Context: an optimization exercise on an open-source flow, tuned for small area and a short achievable clock period. The choices shown serve that exercise and are no tape-out recipe. Function was checked by simulation only, so behaviour that the tests miss may differ from the original. Power figures rest on the tool's default switching activity, not on a simulated workload.

### design/flow/run.sh
#!/bin/bash
# synth_recipe.tcl (not shown) runs the flow's synth.tcl, then flattens the netlist and writes it again
# the make line also repeats each setting of config.mk as NAME=value (left out here)
make -C /OpenROAD-flow-scripts/flow DESIGN_CONFIG=/design/flow/config.mk WORK_HOME=/design/flow/orfs CLKGATE_MAP_FILE= SYNTH_SCRIPT=/design/flow/synth_recipe.tcl finish
### design/flow/config.mk
export PLATFORM = sky130hd
export DESIGN_NAME = ALU2
export DESIGN_NICKNAME = ALU2
export VERILOG_FILES = /design/flow/design.v
export SDC_FILE = /design/flow/constraint.sdc
export NUM_CORES = 4
export LEC_CHECK = 0
export CAP_MARGIN = 20
export CORE_MARGIN = 2
export CORE_UTILIZATION = 55
export PLACE_DENSITY = 0.7
export SLEW_MARGIN = 20
### design/flow/constraint.sdc
create_clock -name core_clock -period 75.0 [get_ports {clk}]
set_input_delay 15.0000 -clock core_clock [delete_from_list [all_inputs] [get_ports {clk}]]
set_output_delay 15.0000 -clock core_clock [all_outputs]
set_load 0.01 [all_outputs]
### design/flow/design.v
module NOT_gate(
	input logic a,
	output logic y
);
	assign y = ~a;
endmodule
module AND_gate
	#(parameter width = 4)(
	input logic [width-1:0]a,
	input logic [width-1:0]b,
	output logic [width-1:0]y,
	output logic N,
   output logic Z,
   output logic C,
   output logic V
);		
	assign y = a & b;
	assign N = y[3];        
	assign Z = (y == 4'd0);  
	assign C = 1'b0;         
	assign V = 1'b0;        
endmodule
module OR_gate
	#(parameter width = 4)(
	input logic  [width-1:0]a,
	input logic  [width-1:0]b,
	output logic [width-1:0]y,
	output logic N,
   output logic Z,
   output logic C,
   output logic V
);			
	assign y = a | b;
	assign N = y[3];        
	assign Z = (y == 4'd0);  
	assign C = 1'b0;         
	assign V = 1'b0;         
endmodule
module XOR_gate
	#(parameter width = 4)(
	input logic [width-1:0]a,
	input logic [width-1:0]b,
	output logic [width-1:0]y,
	output logic N,
   output logic Z,
   output logic C,
   output logic V
);		
	assign y = a ^ b;
	assign N = y[3];        
	assign Z = (y == 4'd0);  
	assign C = 1'b0;	 
	assign V = 1'b0;         
endmodule
module Full_Adder(
	input logic A,
	input logic B,
	input logic Cin,
	output logic Sum,
	output logic Cout
);
	logic xor1;
	XOR_gate xora (.a(A),    .b(B),   .y(xor1));
	XOR_gate xorb (.a(xor1), .b(Cin), .y(Sum));
	logic and1, and2;
	AND_gate anda (.a(A),  .b(B),    .y(and1));
	AND_gate andb(.a(Cin), .b(xor1), .y(and2));
	OR_gate ora(.a(and1),  .b(and2), .y(Cout));
endmodule
module Full_Substractor (
	input logic A,
	input logic B,
	input logic Cin,
	output logic Sub,
	output logic Cout
);
	logic xor1;
	XOR_gate xora(.a(A), .b(B), .y(xor1));
	XOR_gate xorb(.a(xor1), .b(Cin), .y(Sub));
	logic and1, and2, nA, nxor1;
	NOT_gate nota(.a(A), .y(nA));
	NOT_gate notb(.a(xor1), .y(nxor1));
	AND_gate anda(.a(nA), .b(B), .y(and1));
	AND_gate andb(.a(Cin), .b(nxor1), .y(and2));
	OR_gate or1(.a(and1), .b(and2), .y(Cout));
endmodule
module Ripple_carry_adder32(
	input logic [31:0] A,
	input logic [31:0] B, 
	input logic Cin,
	output logic [31:0] Sum,
	output logic Cout,
	output logic N,
   output logic Z,
   output logic C,
   output logic V
);
	logic c[31:0];
	Full_Adder a0 (.A(A[0]), .B(B[0]), .Cin(Cin), .Sum(Sum[0]), .Cout(c[0]));
	Full_Adder a1 (.A(A[1]), .B(B[1]), .Cin(c[0]), .Sum(Sum[1]), .Cout(c[1]));
	Full_Adder a2 (.A(A[2]), .B(B[2]), .Cin(c[1]), .Sum(Sum[2]), .Cout(c[2]));
	Full_Adder a3 (.A(A[3]), .B(B[3]), .Cin(c[2]), .Sum(Sum[3]), .Cout(c[3]));
	Full_Adder a4 (.A(A[4]), .B(B[4]), .Cin(c[3]), .Sum(Sum[4]), .Cout(c[4]));
	Full_Adder a5 (.A(A[5]), .B(B[5]), .Cin(c[4]), .Sum(Sum[5]), .Cout(c[5]));
	Full_Adder a6 (.A(A[6]), .B(B[6]), .Cin(c[5]), .Sum(Sum[6]), .Cout(c[6]));
	Full_Adder a7 (.A(A[7]), .B(B[7]), .Cin(c[6]), .Sum(Sum[7]), .Cout(c[7]));
	Full_Adder a8 (.A(A[8]), .B(B[8]), .Cin(c[7]), .Sum(Sum[8]), .Cout(c[8]));
	Full_Adder a9 (.A(A[9]), .B(B[9]), .Cin(c[8]), .Sum(Sum[9]), .Cout(c[9]));
	Full_Adder a10 (.A(A[10]), .B(B[10]), .Cin(c[9]), .Sum(Sum[10]), .Cout(c[10]));
	Full_Adder a11 (.A(A[11]), .B(B[11]), .Cin(c[10]), .Sum(Sum[11]), .Cout(c[11]));
	Full_Adder a12 (.A(A[12]), .B(B[12]), .Cin(c[11]), .Sum(Sum[12]), .Cout(c[12]));
	Full_Adder a13 (.A(A[13]), .B(B[13]), .Cin(c[12]), .Sum(Sum[13]), .Cout(c[13]));
	Full_Adder a14 (.A(A[14]), .B(B[14]), .Cin(c[13]), .Sum(Sum[14]), .Cout(c[14]));
	Full_Adder a15 (.A(A[15]), .B(B[15]), .Cin(c[14]), .Sum(Sum[15]), .Cout(c[15]));
	Full_Adder a16 (.A(A[16]), .B(B[16]), .Cin(c[15]), .Sum(Sum[16]), .Cout(c[16]));
	Full_Adder a17 (.A(A[17]), .B(B[17]), .Cin(c[16]), .Sum(Sum[17]), .Cout(c[17]));
	Full_Adder a18 (.A(A[18]), .B(B[18]), .Cin(c[17]), .Sum(Sum[18]), .Cout(c[18]));
	Full_Adder a19 (.A(A[19]), .B(B[19]), .Cin(c[18]), .Sum(Sum[19]), .Cout(c[19]));
	Full_Adder a20 (.A(A[20]), .B(B[20]), .Cin(c[19]), .Sum(Sum[20]), .Cout(c[20]));
	Full_Adder a21 (.A(A[21]), .B(B[21]), .Cin(c[20]), .Sum(Sum[21]), .Cout(c[21]));
	Full_Adder a22 (.A(A[22]), .B(B[22]), .Cin(c[21]), .Sum(Sum[22]), .Cout(c[22]));
	Full_Adder a23 (.A(A[23]), .B(B[23]), .Cin(c[22]), .Sum(Sum[23]), .Cout(c[23]));
	Full_Adder a24 (.A(A[24]), .B(B[24]), .Cin(c[23]), .Sum(Sum[24]), .Cout(c[24]));
	Full_Adder a25 (.A(A[25]), .B(B[25]), .Cin(c[24]), .Sum(Sum[25]), .Cout(c[25]));
	Full_Adder a26 (.A(A[26]), .B(B[26]), .Cin(c[25]), .Sum(Sum[26]), .Cout(c[26]));
	Full_Adder a27 (.A(A[27]), .B(B[27]), .Cin(c[26]), .Sum(Sum[27]), .Cout(c[27]));
	Full_Adder a28 (.A(A[28]), .B(B[28]), .Cin(c[27]), .Sum(Sum[28]), .Cout(c[28]));
	Full_Adder a29 (.A(A[29]), .B(B[29]), .Cin(c[28]), .Sum(Sum[29]), .Cout(c[29]));
	Full_Adder a30 (.A(A[30]), .B(B[30]), .Cin(c[29]), .Sum(Sum[30]), .Cout(c[30]));
	Full_Adder a31 (.A(A[31]), .B(B[31]), .Cin(c[30]), .Sum(Sum[31]), .Cout(Cout));
   assign N = Sum[31];           
   assign Z = (Sum == 32'd0);    
   assign C = Cout;             
   assign V = (~(A[31] ^ B[31])) & (A[31] ^ Sum[31]);  
endmodule
module Full_subtractor32(
	input logic [31:0] A,
	input logic [31:0] B, 
	input logic Cin,
	output logic [31:0] Sub,
	output logic Cout,
	output logic N,
   output logic Z,
   output logic C,
   output logic V
);
	logic c[31:0];
	Full_Substractor a0 (.A(A[0]), .B(B[0]), .Cin(Cin), .Sub(Sub[0]), .Cout(c[0]));
	Full_Substractor a1 (.A(A[1]), .B(B[1]), .Cin(c[0]), .Sub(Sub[1]), .Cout(c[1]));
	Full_Substractor a2 (.A(A[2]), .B(B[2]), .Cin(c[1]), .Sub(Sub[2]), .Cout(c[2]));
	Full_Substractor a3 (.A(A[3]), .B(B[3]), .Cin(c[2]), .Sub(Sub[3]), .Cout(c[3]));
	Full_Substractor a4 (.A(A[4]), .B(B[4]), .Cin(c[3]), .Sub(Sub[4]), .Cout(c[4]));
	Full_Substractor a5 (.A(A[5]), .B(B[5]), .Cin(c[4]), .Sub(Sub[5]), .Cout(c[5]));
	Full_Substractor a6 (.A(A[6]), .B(B[6]), .Cin(c[5]), .Sub(Sub[6]), .Cout(c[6]));
	Full_Substractor a7 (.A(A[7]), .B(B[7]), .Cin(c[6]), .Sub(Sub[7]), .Cout(c[7]));
	Full_Substractor a8 (.A(A[8]), .B(B[8]), .Cin(c[7]), .Sub(Sub[8]), .Cout(c[8]));
	Full_Substractor a9 (.A(A[9]), .B(B[9]), .Cin(c[8]), .Sub(Sub[9]), .Cout(c[9]));
	Full_Substractor a10 (.A(A[10]), .B(B[10]), .Cin(c[9]), .Sub(Sub[10]), .Cout(c[10]));
	Full_Substractor a11 (.A(A[11]), .B(B[11]), .Cin(c[10]), .Sub(Sub[11]), .Cout(c[11]));
	Full_Substractor a12 (.A(A[12]), .B(B[12]), .Cin(c[11]), .Sub(Sub[12]), .Cout(c[12]));
	Full_Substractor a13 (.A(A[13]), .B(B[13]), .Cin(c[12]), .Sub(Sub[13]), .Cout(c[13]));
	Full_Substractor a14 (.A(A[14]), .B(B[14]), .Cin(c[13]), .Sub(Sub[14]), .Cout(c[14]));
	Full_Substractor a15 (.A(A[15]), .B(B[15]), .Cin(c[14]), .Sub(Sub[15]), .Cout(c[15]));
	Full_Substractor a16 (.A(A[16]), .B(B[16]), .Cin(c[15]), .Sub(Sub[16]), .Cout(c[16]));
	Full_Substractor a17 (.A(A[17]), .B(B[17]), .Cin(c[16]), .Sub(Sub[17]), .Cout(c[17]));
	Full_Substractor a18 (.A(A[18]), .B(B[18]), .Cin(c[17]), .Sub(Sub[18]), .Cout(c[18]));
	Full_Substractor a19 (.A(A[19]), .B(B[19]), .Cin(c[18]), .Sub(Sub[19]), .Cout(c[19]));
	Full_Substractor a20 (.A(A[20]), .B(B[20]), .Cin(c[19]), .Sub(Sub[20]), .Cout(c[20]));
	Full_Substractor a21 (.A(A[21]), .B(B[21]), .Cin(c[20]), .Sub(Sub[21]), .Cout(c[21]));
	Full_Substractor a22 (.A(A[22]), .B(B[22]), .Cin(c[21]), .Sub(Sub[22]), .Cout(c[22]));
	Full_Substractor a23 (.A(A[23]), .B(B[23]), .Cin(c[22]), .Sub(Sub[23]), .Cout(c[23]));
	Full_Substractor a24 (.A(A[24]), .B(B[24]), .Cin(c[23]), .Sub(Sub[24]), .Cout(c[24]));
	Full_Substractor a25 (.A(A[25]), .B(B[25]), .Cin(c[24]), .Sub(Sub[25]), .Cout(c[25]));
	Full_Substractor a26 (.A(A[26]), .B(B[26]), .Cin(c[25]), .Sub(Sub[26]), .Cout(c[26]));
	Full_Substractor a27 (.A(A[27]), .B(B[27]), .Cin(c[26]), .Sub(Sub[27]), .Cout(c[27]));
	Full_Substractor a28 (.A(A[28]), .B(B[28]), .Cin(c[27]), .Sub(Sub[28]), .Cout(c[28]));
	Full_Substractor a29 (.A(A[29]), .B(B[29]), .Cin(c[28]), .Sub(Sub[29]), .Cout(c[29]));
	Full_Substractor a30 (.A(A[30]), .B(B[30]), .Cin(c[29]), .Sub(Sub[30]), .Cout(c[30]));
	Full_Substractor a31 (.A(A[31]), .B(B[31]), .Cin(c[30]), .Sub(Sub[31]), .Cout(Cout));
   assign N = Sub[31];           
   assign Z = (Sub == 32'd0);    
   assign C = Cout;             
   assign V = (~(A[31] ^ B[31])) & (A[31] ^ Sub[31]);  
endmodule
module Multiplicacion32 (
    input logic [31:0] A,
    input logic [31:0] B,
    output logic [31:0] P,    
    output logic N,
    output logic Z,
    output logic C,
    output logic V
);
	logic [63:0] Pf;
   assign Pf = A * B;
   assign P = Pf[31:0];
   assign N = P[31];                 
   assign Z = (P == 32'd0);          
   assign C = 1'b0;                  
   assign V = (Pf[63:32] != 0);  
endmodule
module Division
	#(parameter width = 4)(
	input logic [width-1:0] a,
	input logic [width-1:0] b,
	output logic [width-1:0] y,
	output logic N,
   output logic Z,
   output logic C,
   output logic V
);		
	assign y = (b == '0) ? {width{1'b1}} : a / b;
   assign N = y[3];           
   assign Z = (y == 4'd0);    
   assign C = 1'b0;            
   assign V = 1'b0;            
endmodule
module Modulo
	#(parameter width = 4)(
	input logic [width-1:0] a,
	input logic [width-1:0] b,
	output logic [width-1:0] y,
	output logic N,
   output logic Z,
   output logic C,
   output logic V
);	
	assign y = (b == '0) ? a : a % b;
   assign N = y[3];           
   assign Z = (y == 4'd0);    
   assign C = 1'b0;            
   assign V = 1'b0;            
endmodule
module shift_left
	#(parameter width = 4)(
	input logic [width-1:0]a,
	input logic [width-1:0]b,     
	output logic [width-1:0]y,
	output logic N,
   output logic Z,
   output logic C,
   output logic V
);				
	logic [width:0] temp;
	assign temp = {1'b0, a} << b;
	assign y = temp[width-1:0];
   assign N    = y[width-1];                 
   assign Z    = (y == 4'd0);          
	assign C    = temp[width];              
   assign V    = 1'b0;                 
endmodule
module shift_right
	#(parameter width = 4)(
	input logic [width-1:0]a,
	input logic [width-1:0]b,     
	output logic [width-1:0]y,
	output logic N,
   output logic Z,
   output logic C,
   output logic V
);				
	logic [width:0] temp;
	assign temp = {a, 1'b0} >> b;
	assign y = temp[width:1];
   assign N    = y[width-1];                 
   assign Z    = (y == 4'd0);          
	assign C    = temp[0];              
   assign V    = 1'b0;                 
endmodule
module Alu_control2(
    input  logic [31:0] A,
    input  logic [31:0] B,
    input  logic [3:0] op,
    output logic [31:0] Y,
    output logic N,
    output logic Z,
    output logic C,
    output logic V
);
    logic [31:0] y_sum, y_sub, y_mult, y_div, y_mod, y_and, y_or, y_xor, y_shiftl, y_shiftr;
    logic z_sum, n_sum, c_sum, v_sum;
    logic z_sub, n_sub, c_sub, v_sub;
    logic z_mult, n_mult, c_mult, v_mult;
    logic z_div, n_div, c_div, v_div;
    logic z_mod, n_mod, c_mod, v_mod;
    logic z_and, n_and, c_and, v_and;  
    logic z_or, n_or, c_or, v_or;
    logic z_xor, n_xor, c_xor, v_xor;   
    logic z_shiftl, n_shiftl, c_shiftl, v_shiftl;
    logic z_shiftr, n_shiftr, c_shiftr, v_shiftr;
    Ripple_carry_adder32 suma (.A(A), .B(B), .Cin(1'b0), .Sum(y_sum), .N(n_sum), .Z(z_sum), .C(c_sum), .V(v_sum));
    Full_subtractor32 suba (.A(A), .B(B), .Cin(1'b0), .Sub(y_sub), .N(n_sub), .Z(z_sub), .C(c_sub), .V(v_sub));
    Multiplicacion32 multi (.A(A), .B(B), .P(y_mult), .N(n_mult), .Z(z_mult), .C(c_mult), .V(v_mult));
    Division #(32) diva (.a(A), .b(B), .y(y_div), .N(n_div), .Z(z_div), .C(c_div), .V(v_div));
    Modulo #(32) moda (.a(A), .b(B), .y(y_mod), .N(n_mod), .Z(z_mod), .C(c_mod), .V(v_mod));
    AND_gate #(32) anda (.a(A), .b(B), .y(y_and), .N(n_and), .Z(z_and), .C(c_and), .V(v_and));
    OR_gate #(32) ora (.a(A), .b(B), .y(y_or), .N(n_or), .Z(z_or), .C(c_or), .V(v_or));
    XOR_gate #(32) xora (.a(A), .b(B), .y(y_xor), .N(n_xor), .Z(z_xor), .C(c_xor), .V(v_xor));
    shift_left #(32) shiftl (.a(A), .b(B), .y(y_shiftl), .N(n_shiftl), .Z(z_shiftl), .C(c_shiftl), .V(v_shiftl));
    shift_right #(32) shiftr (.a(A), .b(B), .y(y_shiftr), .N(n_shiftr), .Z(z_shiftr), .C(c_shiftr), .V(v_shiftr));
    logic sel_sum, sel_sub, sel_mult, sel_div, sel_mod, sel_and, sel_or, sel_xor, sel_shiftl, sel_shiftr;
    assign sel_sum = (op == 4'b0000);
    assign sel_sub = (op == 4'b0001);
    assign sel_mult = (op == 4'b0010);
    assign sel_div = (op == 4'b0011);
    assign sel_mod = (op == 4'b0100);
    assign sel_and = (op == 4'b0101);
    assign sel_or = (op == 4'b0110);
    assign sel_xor = (op == 4'b0111);
    assign sel_shiftl = (op == 4'b1000);
    assign sel_shiftr = (op == 4'b1001);
    genvar i;
    generate
      for (i = 0; i < 32; i++) begin: loop
        assign Y[i] =
             (y_sum[i] & sel_sum)    |
             (y_sub[i] & sel_sub)    |
             (y_mult[i] & sel_mult)   |
             (y_div[i] & sel_div)    |
             (y_mod[i] & sel_mod)    |
             (y_and[i] & sel_and)    |
             (y_or[i] & sel_or)     |
             (y_xor[i] & sel_xor)    |
             (y_shiftl[i] & sel_shiftl) |
             (y_shiftr[i] & sel_shiftr);
      end
    endgenerate
    assign N = (n_sum & sel_sum) |
               (n_sub & sel_sub) |
               (n_mult & sel_mult) |
               (n_div & sel_div) |
               (n_mod & sel_mod) |
               (n_and & sel_and) |
               (n_or & sel_or) |
               (n_xor & sel_xor) |
               (n_shiftl & sel_shiftl) |
               (n_shiftr & sel_shiftr);
    assign Z = (z_sum & sel_sum) |
               (z_sub & sel_sub) |
               (z_mult & sel_mult) |
               (z_div & sel_div) |
               (z_mod & sel_mod) |
               (z_and & sel_and) |
               (z_or & sel_or) |
               (z_xor & sel_xor) |
               (z_shiftl & sel_shiftl) |
               (z_shiftr & sel_shiftr);
    assign C = (c_sum & sel_sum) |
               (c_sub & sel_sub) |
               (c_mult & sel_mult) |
               (c_div & sel_div) |
               (c_mod & sel_mod) |
               (c_and & sel_and) |
               (c_or & sel_or) |
               (c_xor & sel_xor) |
               (c_shiftl & sel_shiftl) |
               (c_shiftr & sel_shiftr);
    assign V = (v_sum & sel_sum) |
               (v_sub & sel_sub) |
               (v_mult & sel_mult) |
               (v_div & sel_div) |
               (v_mod & sel_mod) |
               (v_and & sel_and) |
               (v_or & sel_or) |
               (v_xor & sel_xor) |
               (v_shiftl & sel_shiftl) |
               (v_shiftr & sel_shiftr);
endmodule
module ALU2 (
    input  logic clk,
    input  logic reset,
    input  logic [31:0] A, B,
    input  logic [3:0] op,
    output logic [31:0] Y
);
    logic [31:0] regA, regB;
    logic [31:0] aluO;
    always_ff @(posedge clk or posedge reset) begin
        if (reset) begin
            regA <= '0;
            regB <= '0;
        end else begin
            regA <= A;
            regB <= B;
        end
    end
    Alu_control2 alu (.A(regA), .B(regB), .op(op), .Y(aluO));
    always_ff @(posedge clk or posedge reset) begin
        if (reset)
            Y <= '0;
        else
            Y <= aluO;
    end
endmodule
==> results of run 1 <==
[what timing repair did]
| action | CTS | global route |
|---|---|---|
| resized for setup | 12 | 99 |
| buffers inserted | 0 | 13 |
| cloned | 0 | 1 |
| pin swaps | 0 | 10 |
| endpoints found under the setup margin | 32 | 32 |
[layer usage]
| layer | routed length (um) | vias to the layer above | GRT usage (%) |
|---|---|---|---|
| met1 | 98200 | 30400 | 63.9 |
| li1 | - | 27600 | - |
| met4 | 27200 | 12 | 40.2 |
| met2 | 110000 | 5465 | 74.8 |
| met3 | 40900 | 1676 | 17.1 |
| met5 | 77 | - | 0.139 |
[Yosys cell counts, drive strengths merged (16+ instances only)]
cell and number:
nor2 1077, ha 719, nand2 616, inv 609, a21oi 531, fa 469
o21ai 465, xnor2 279, clkbuf 258, a21o 205, nor3 185, xor2 160
nand3 145, o21a 122, o211ai 110, dfrtp 96, a211oi 95, a31oi 88
buf 85, nand4 78, mux2i 73, or3 73, and3 63, o31ai 63
nand2b 59, and2 53, nor2b 53, o21bai 48, or2 48, nor4 47
mux2 46, a221oi 40, a211o 35, a21boi 33, a2111oi 30, o22ai 30
a22oi 28, o2111ai 27, o221ai 22, o31a 22, a31o 16, and4 16
[power by group]
| part | total [mW] | internal (mW) | switching [mW] |
|---|---|---|---|
| clock network | 0.0545 | 0.0259 | 0.0286 |
| registers | 0.0708 | 0.0598 | 0.0111 |
| logic | 2.37 | 0.942 | 1.43 |
[per-stage QoR]
stage	setup slack (ns)	setup TNS, ns
global route	-0.163	-0.870
CTS	0.00576	0
global placement	-0.831	-15.62
detailed placement	-1.21	-29.18
finish	2.96	0
floorplan	3.85	0
[area by class of cell]
cell class                      instances  area [sq um]  share of cell area [%]
Multi-Input combinational cell       6496         50300                    79.9
Timing Repair Buffer                  729          5870                    9.31
Sequential cell                        96          2410                    3.82
Inverter                              624          2350                    3.74
Tap cell                             1357          1700                    2.70
Clock buffer                           11           233                   0.369
Clock inverter                          5          57.6                  0.0914
Antenna cell                           12          30.0                  0.0477
[logic make-up after synthesis]
logic type / count (synthesis)
compound gates: 2177
buf+inv: 967
flops: 96
fa+ha+maj: 1188
simple gates: 2563
xor+xnor: 439
mux: 128
[final timing paths]
| check | start | to | slack (ns) | cells past startpoint |
|---|---|---|---|---|
| hold reg to reg | regA[30] | Y[30] | 0.90 | 3 |
| setup reg to reg | regB[31] | Y[20] | 2.96 | 293 |
| hold / removal | regA[30] | Y[30] | 0.90 | 3 |
| min in group asynchronous | reset | Y[28] | 15.03 | 2 |
| setup / recovery | regB[31] | Y[20] | 2.96 | 293 |
| max in group asynchronous | reset | regB[3] | 58.62 | 3 |
[flip-flops by register name, indices dropped and copies added, names as in the netlist]
signal / cells
regA: 32
Y: 32
regB: 32
[worst max-delay path, delay by kind of cell, from the launching register on]
kind,cells,cell delay (ns)
adder cells (fa/ha/maj),30,9.93
buffers and inverters,34,6.09
flip-flops,1,0.48
AO/OA/AOI/OAI,146,36.42
XOR/XNOR,1,0.28
AND/OR/NAND/NOR,79,17.32
multiplexers,3,1.13
==> results.yml, run 1 <==
outcome:
  outcome: "no timing/DRC/antenna violations"
power:
  power_density_nw_per_um2: 39.6
  power_mw: 2.49
  p_leak_nw: 29.0
  ir_worst_vdd_mv: 0.131
cts:
  ctsLongestPathBuffers: 2
  holdBufCountCts: 0
  cts_tree: "done"
  clk_latency_ns: 0.43
  cts_root_buffer: "clkbuf_16"
  clkTransAtPathRegs_ns: 0.09
  cts.sinks: 96
  htree_levels: 3
  cts_made_buffers: 9
layout:
  final_common_cell: "nor2_1"
  n_fill_cell: 8904
  fin_cells: 9330
  mostFrequentLayoutCells: "1064 x nor2_1, 719 x ha_1, 616 x buf_4"
  area_growth_pct: 12.9
  fin_area_sq_um: 63000
  fin_util_pct: 62.8
  nNetsFinal: 9214
  layout-drive-gt1-share_pct: 11.8
synthesis:
  seq_area_frac_synth_pct: 4.30
  synth_edf_count: 0
  yosysWarnings: 35
  synth.ff_latch_count: 96
  synth_area_leaders: "fa_1 17%, ha_1 16%, nor2_1 7.2%"
  synth.top_cell.area_share_pct: 16.8
  synth_area_sq_um: 55800
  yosys.area.top_type: "fa_1"
  syn_inst: 7558
  synth_ff_type: "dfrtp_1"
  avgSynthCellArea_sq_um: 7.39
  synth_top_family_by_area: "adder cells"
  yosysUniqueCellTypes: 113
  synth-xor-area-share_pct: 6.89
  synth-adder-area-share_pct: 32.9
  synth_nets: 8816
  async_flop_share_pct: 100
  synth-compound-area-share_pct: 25.8
  synth-simple-area-share_pct: 20.8
  yosys-mux-area-fraction_pct: 2.62
worst_setup_path:
  end_kind: "flop"
  max_stage_delay_ns: 0.87
  crit_path_start_kind: "flop"
  critical_path_peak_fanout: 23
  worst_ep_required_time_ns: 75.30
  crit_top_cell: "ha_1"
  cp_slowest_cell: "nor3_2"
  crit_type: "reg2reg"
  arrival_ns: 72.34
placement:
  port_buffers: 101
  place_congestion: 1.14
  hpwl_um: 216000
  place_area_sq_um: 62100
  dp.cells: 9288
timing:
  fmax_mhz: 13.9
  worst_pin_slew_ns: 1.30
  drv_slew: 0
  slew_headroom_pct: 12.3
  setup_viol: 0
  hold_viol: 0
  min_period_ns: 72.04
  fin_skew_ns: 0.0213
  timing.hold.ws_ns: 0.897
  fin_crit_sh_pct: 96.1
floorplanning:
  rows: 116
  die_h_um: 323
  die_w_um: 323
  ios: 102
  die_area_sq_um: 104000
  core_area_sq_um: 100000
  start_util_pct: 55.7
route:
  routedWlPerCell_um: 29.7
  first_pass_iters: 12
  vias: 65200
  route.detailed.drc: 0
  detail-route-antenna-nets: 0
  routed_wl_um: 277000
  first_iter_violations: 9682
  routed_via_density: 6.99
job:
  drv_cap: 0
global_route:
  grt_pass1_wl_um: 401000
  gr-usage-all-layers_pct: 51.9
  grt.overflow.total: 0
  antenna_found_initial: 22
  grt_max_degree: 84
  first_global_vias: 62800
worst_hold_path:
  hold_path.class: "reg2reg"
==> run 2: changes to the inputs <==
==> design/flow/design.v (replaced) <==
module ALU2 #(parameter K = 16) (
    input  logic clk,
    input  logic reset,
    input  logic [31:0] A, B,
    input  logic [3:0] op,
    output logic [31:0] Y
);
    logic [31:0] x1 [32:K];
    logic [31:K] q1;
    assign x1[32] = A;
    genvar j;
    generate
      for (j = 31; j >= K; j--) begin : s1
        localparam int W = 32 - j;
        logic [W:0] d;
        logic hi;
        assign d  = {1'b0, x1[j+1][31:j]} - {1'b0, B[W-1:0]};
        if (W < 32) begin : g_hi
          assign hi = |B[31:W];
        end else begin : g_nohi
          assign hi = 1'b0;
        end
        assign q1[j] = ~d[W] & ~hi;
        if (j > 0) begin : g_lo
          assign x1[j] = q1[j] ? {d[W-1:0], x1[j+1][j-1:0]} : x1[j+1];
        end else begin : g_nolo
          assign x1[j] = q1[j] ? d[W-1:0] : x1[j+1];
        end
      end
    endgenerate
    logic [31:0] regA, regB;
    logic [31:K] regR, regQ;
    always_ff @(posedge clk or posedge reset) begin
        if (reset) begin
            regA <= '0;
            regB <= '0;
            regR <= '0;
            regQ <= '1;
        end else begin
            regA <= A;
            regB <= B;
            regR <= x1[K][31:K];
            regQ <= q1;
        end
    end
    logic [31:0] x2 [K:0];
    logic [K-1:0] q2;
    assign x2[K] = {regR, regA[K-1:0]};
    generate
      for (j = K-1; j >= 0; j--) begin : s2
        localparam int W = 32 - j;
        logic [W:0] d;
        logic hi;
        assign d  = {1'b0, x2[j+1][31:j]} - {1'b0, regB[W-1:0]};
        if (W < 32) begin : g_hi
          assign hi = |regB[31:W];
        end else begin : g_nohi
          assign hi = 1'b0;
        end
        assign q2[j] = ~d[W] & ~hi;
        if (j > 0) begin : g_lo
          assign x2[j] = q2[j] ? {d[W-1:0], x2[j+1][j-1:0]} : x2[j+1];
        end else begin : g_nolo
          assign x2[j] = q2[j] ? d[W-1:0] : x2[j+1];
        end
      end
    endgenerate
    logic [31:0] quo, rem, prod, aluO;
    assign quo  = {regQ, q2};
    assign rem  = x2[0];
    assign prod = regA * regB;
    always_comb begin
        case (op)
            4'd0: aluO = regA + regB;
            4'd1: aluO = regA - regB;
            4'd2: aluO = prod;
            4'd3: aluO = quo;
            4'd4: aluO = rem;
            4'd5: aluO = regA & regB;
            4'd6: aluO = regA | regB;
            4'd7: aluO = regA ^ regB;
            4'd8: aluO = regA << regB;
            4'd9: aluO = regA >> regB;
            default: aluO = '0;
        endcase
    end
    always_ff @(posedge clk or posedge reset) begin
        if (reset)
            Y <= '0;
        else
            Y <= aluO;
    end
endmodule
==> results.yml, run 2 <==
worst_setup_path:
  r2r_setup_slack_ns: 24.58
  startpoint: "regB[16]"
  crit_top_cell: "ha_1"
  max_stage_delay_ns: 0.98
  arrival_ns: 50.74
  crit_type: "reg2reg"
  end_kind: "flop"
  crit_path_start_kind: "flop"
  critical_path_peak_fanout: 46
  cp_slowest_cell: "dfrtp_1"
  worst_ep_required_time_ns: 75.32
  r2r-start: "regB[16]"
route:
  route.detailed.drc: 0
  routed_via_density: 6.73
  first_iter_violations: 7486
  routed_wl_um: 253000
  routedWlPerCell_um: 26.8
  detail-route-antenna-nets: 0
  first_pass_iters: 9
  vias: 63600
floorplanning:
  die_w_um: 332
  rows: 120
  core_area_sq_um: 107000
  die_h_um: 332
  ios: 102
  start_util_pct: 55.3
  die_area_sq_um: 110000
layout:
  top_regs: "Y (32), regA (32), regB (32)"
  register_area_sq_um: 3240
  n_fill_cell: 10400
  layout-drive-gt1-share_pct: 4.90
  multi_input_area_sq_um: 51900
  nNetsFinal: 9292
  final_common_cell: "nand2_1"
  mostFrequentLayoutCells: "1027 x nand2_1, 760 x ha_1, 748 x inv_1"
  area_growth_pct: 5.75
synthesis:
  seq_area_frac_synth_pct: 5.46
  synth_area_sq_um: 59100
  syn_inst: 8067
  yosys.area.top_type: "ha_1"
  synth.ff_latch_count: 128
  async_flop_share_pct: 100
  synth.most_common_cell: "nand2_1"
  synth.top_cell.area_share_pct: 16.1
  yosysUniqueCellTypes: 90
  avgSynthCellArea_sq_um: 7.32
  yosysWarnings: 3
  synth_ff_type: "dfrtp_1"
  synth_area_leaders: "ha_1 16%, fa_1 15%, nand2_1 6.5%"
  synth_nets: 9337
  synth_edf_count: 0
  synthTopCellsByCount: "1027 x nand2_1, 760 x ha_1, 751 x inv_1, 723 x nor2_1, 572 x a21oi_1"
timing:
  fin_skew_ns: 0.0330
  slew_headroom_pct: 8.91
  setup_viol: 0
  min_period_ns: 50.42
  fin_tns_setup_ns: 0
  fin_crit_sh_pct: 67.2
  worst_pin_slew_ns: 1.35
  rsz0062_at_grt: "false"
  hold_viol: 0
  drv_slew: 0
  fmax_mhz: 19.8
power:
  power_density_nw_per_um2: 42.2
  p_leak_nw: 29.3
  power_mw: 2.64
  ir_worst_vdd_mv: 0.217
worst_hold_path:
  hp-start: "regA[0]"
  hold_path.class: "reg2reg"
cts:
  holdBufCountCts: 0
  ctsLongestPathBuffers: 2
  cts_root_buffer: "clkbuf_16"
  cts_made_buffers: 17
  cts_tree: "done"
  clkTransAtPathRegs_ns: 0.09
  cts.sinks: 128
  clk_latency_ns: 0.53
  cts_setup_buffers: 0
  htree_levels: 4
  ctsResizeCount: 0
job:
  drv_cap: 0
global_route:
  grt_pass1_wl_um: 375000
  antenna_found_initial: 17
  grt_max_degree: 69
  gr-usage-all-layers_pct: 44.7
  first_global_vias: 60300
  grt.overflow.total: 0
placement:
  hpwl_um: 197000
  port_buffers: 101
  place_congestion: 1.08
outcome:
  outcome: "no timing/DRC/antenna violations"
[run 2: per-layer routing]
layer  global-route usage [%]  vias up  wire length, um
li1                         -    28400                -
met1                     58.0    30300            99000
met2                     64.7     3944           102000
met3                     15.2      960            34600
met4                     25.3       18            17400
met5                    0.304        -              160
[run 2: final timing paths]
check / end / cells past startpoint
worst max-delay path: Y[26] / 151
worst min-delay path: Y[0] / 3
worst max register to register: Y[26] / 151
worst min register to register: Y[0] / 3
max in group asynchronous: regB[0] / 3
min in group asynchronous: regA[9] / 2
[run 2: layout make-up]
cell class / count / share of cell area [%]
inverter: 766 / 4.61
tap: 1403 / 2.81
sequential: 128 / 5.18
timing repair buffer: 253 / 3.44
antenna: 11 / 0.0441
multi-input combinational: 6856 / 83.0
clock inverter: 13 / 0.164
clock buffer: 19 / 0.709
[run 2: report_power, final]
group          internal [mW]  leakage, nW  switching, mW
clock network         0.0435        0.255         0.0442
registers             0.0778         1.51         0.0114
logic                  0.906         27.6           1.55
[run 2: worst max-delay path, delay by kind of cell, from the launching register on]
family	cells	cell delay, ns
AO/OA/AOI/OAI	83	27.73
multiplexers	5	2.14
buffers and inverters	12	3.74
adder cells (fa/ha/maj)	16	6.29
XOR/XNOR	1	0.18
AND/OR/NAND/NOR	34	8.97
flip-flops	1	0.98
[run 2: cells by family (layout without fill, tap and decap cells)]
kind of cell	Yosys count	count (layout)	share of synthesized area (%)
AND/OR/NAND/NOR	2656	2656	20.3
AO/OA/AOI/OAI	2349	2349	26.1
adder cells (fa/ha/maj)	1200	1200	31.0
buffers and inverters	1083	1051	6.90
XOR/XNOR	490	490	7.26
multiplexers	161	161	2.95
flip-flops	128	128	5.46
other	0	11	0
[run 2: through the flow]
step / instance area [sq um] / hold slack (ns) / util, % / worst slack, ns / instances
floorplan: 59100 / 0.792 / - / 31.12 / 8067
global placement: 61900 / 1.04 / 58.0 / 25.20 / 9404
detailed placement: 61900 / 1.04 / 58.0 / 25.04 / 9404
CTS: 62400 / 1.05 / 58.5 / 25.44 / 9436
global route: 62500 / 1.08 / 58.5 / 21.94 / 9438
finish: 62500 / 1.08 / 58.5 / 24.58 / 9449

-- port drivers added, routing unchanged --
In the flow no input, the clock included, has a driving cell. The finished layouts below were timed again as built, in two steps. Step 1 (the two cells are an assumption about what drives the block):
set clk [get_ports {clk}]
set_driving_cell -lib_cell sky130_fd_sc_hd__clkbuf_16 $clk
set_driving_cell -lib_cell sky130_fd_sc_hd__buf_2 [delete_from_list [all_inputs] $clk]
Step 2 also shifts input and output timing later by t, the mid clock arrival at the registers, as if the neighbouring blocks saw the same clock. Slacks: ideal ports / drivers / drivers and shift; pairs: ideal ports / drivers.
run | shift t [ns] | setup WS [ns] | hold slack, ns | worst setup path at the end
run 1 | 0.483 | 2.957 / 2.957 / 2.957 | 0.897 / 0.897 / 0.897 | register to register
run 2 | 0.584 | 24.584 / 24.584 / 24.295 | 1.076 / 1.076 / 1.076 | input to register
After both steps setup and hold are still met in every run listed. For run 2, which loses most, drivers alone change the setup slack by 0.000 ns; drivers and shift together by -0.289 ns.
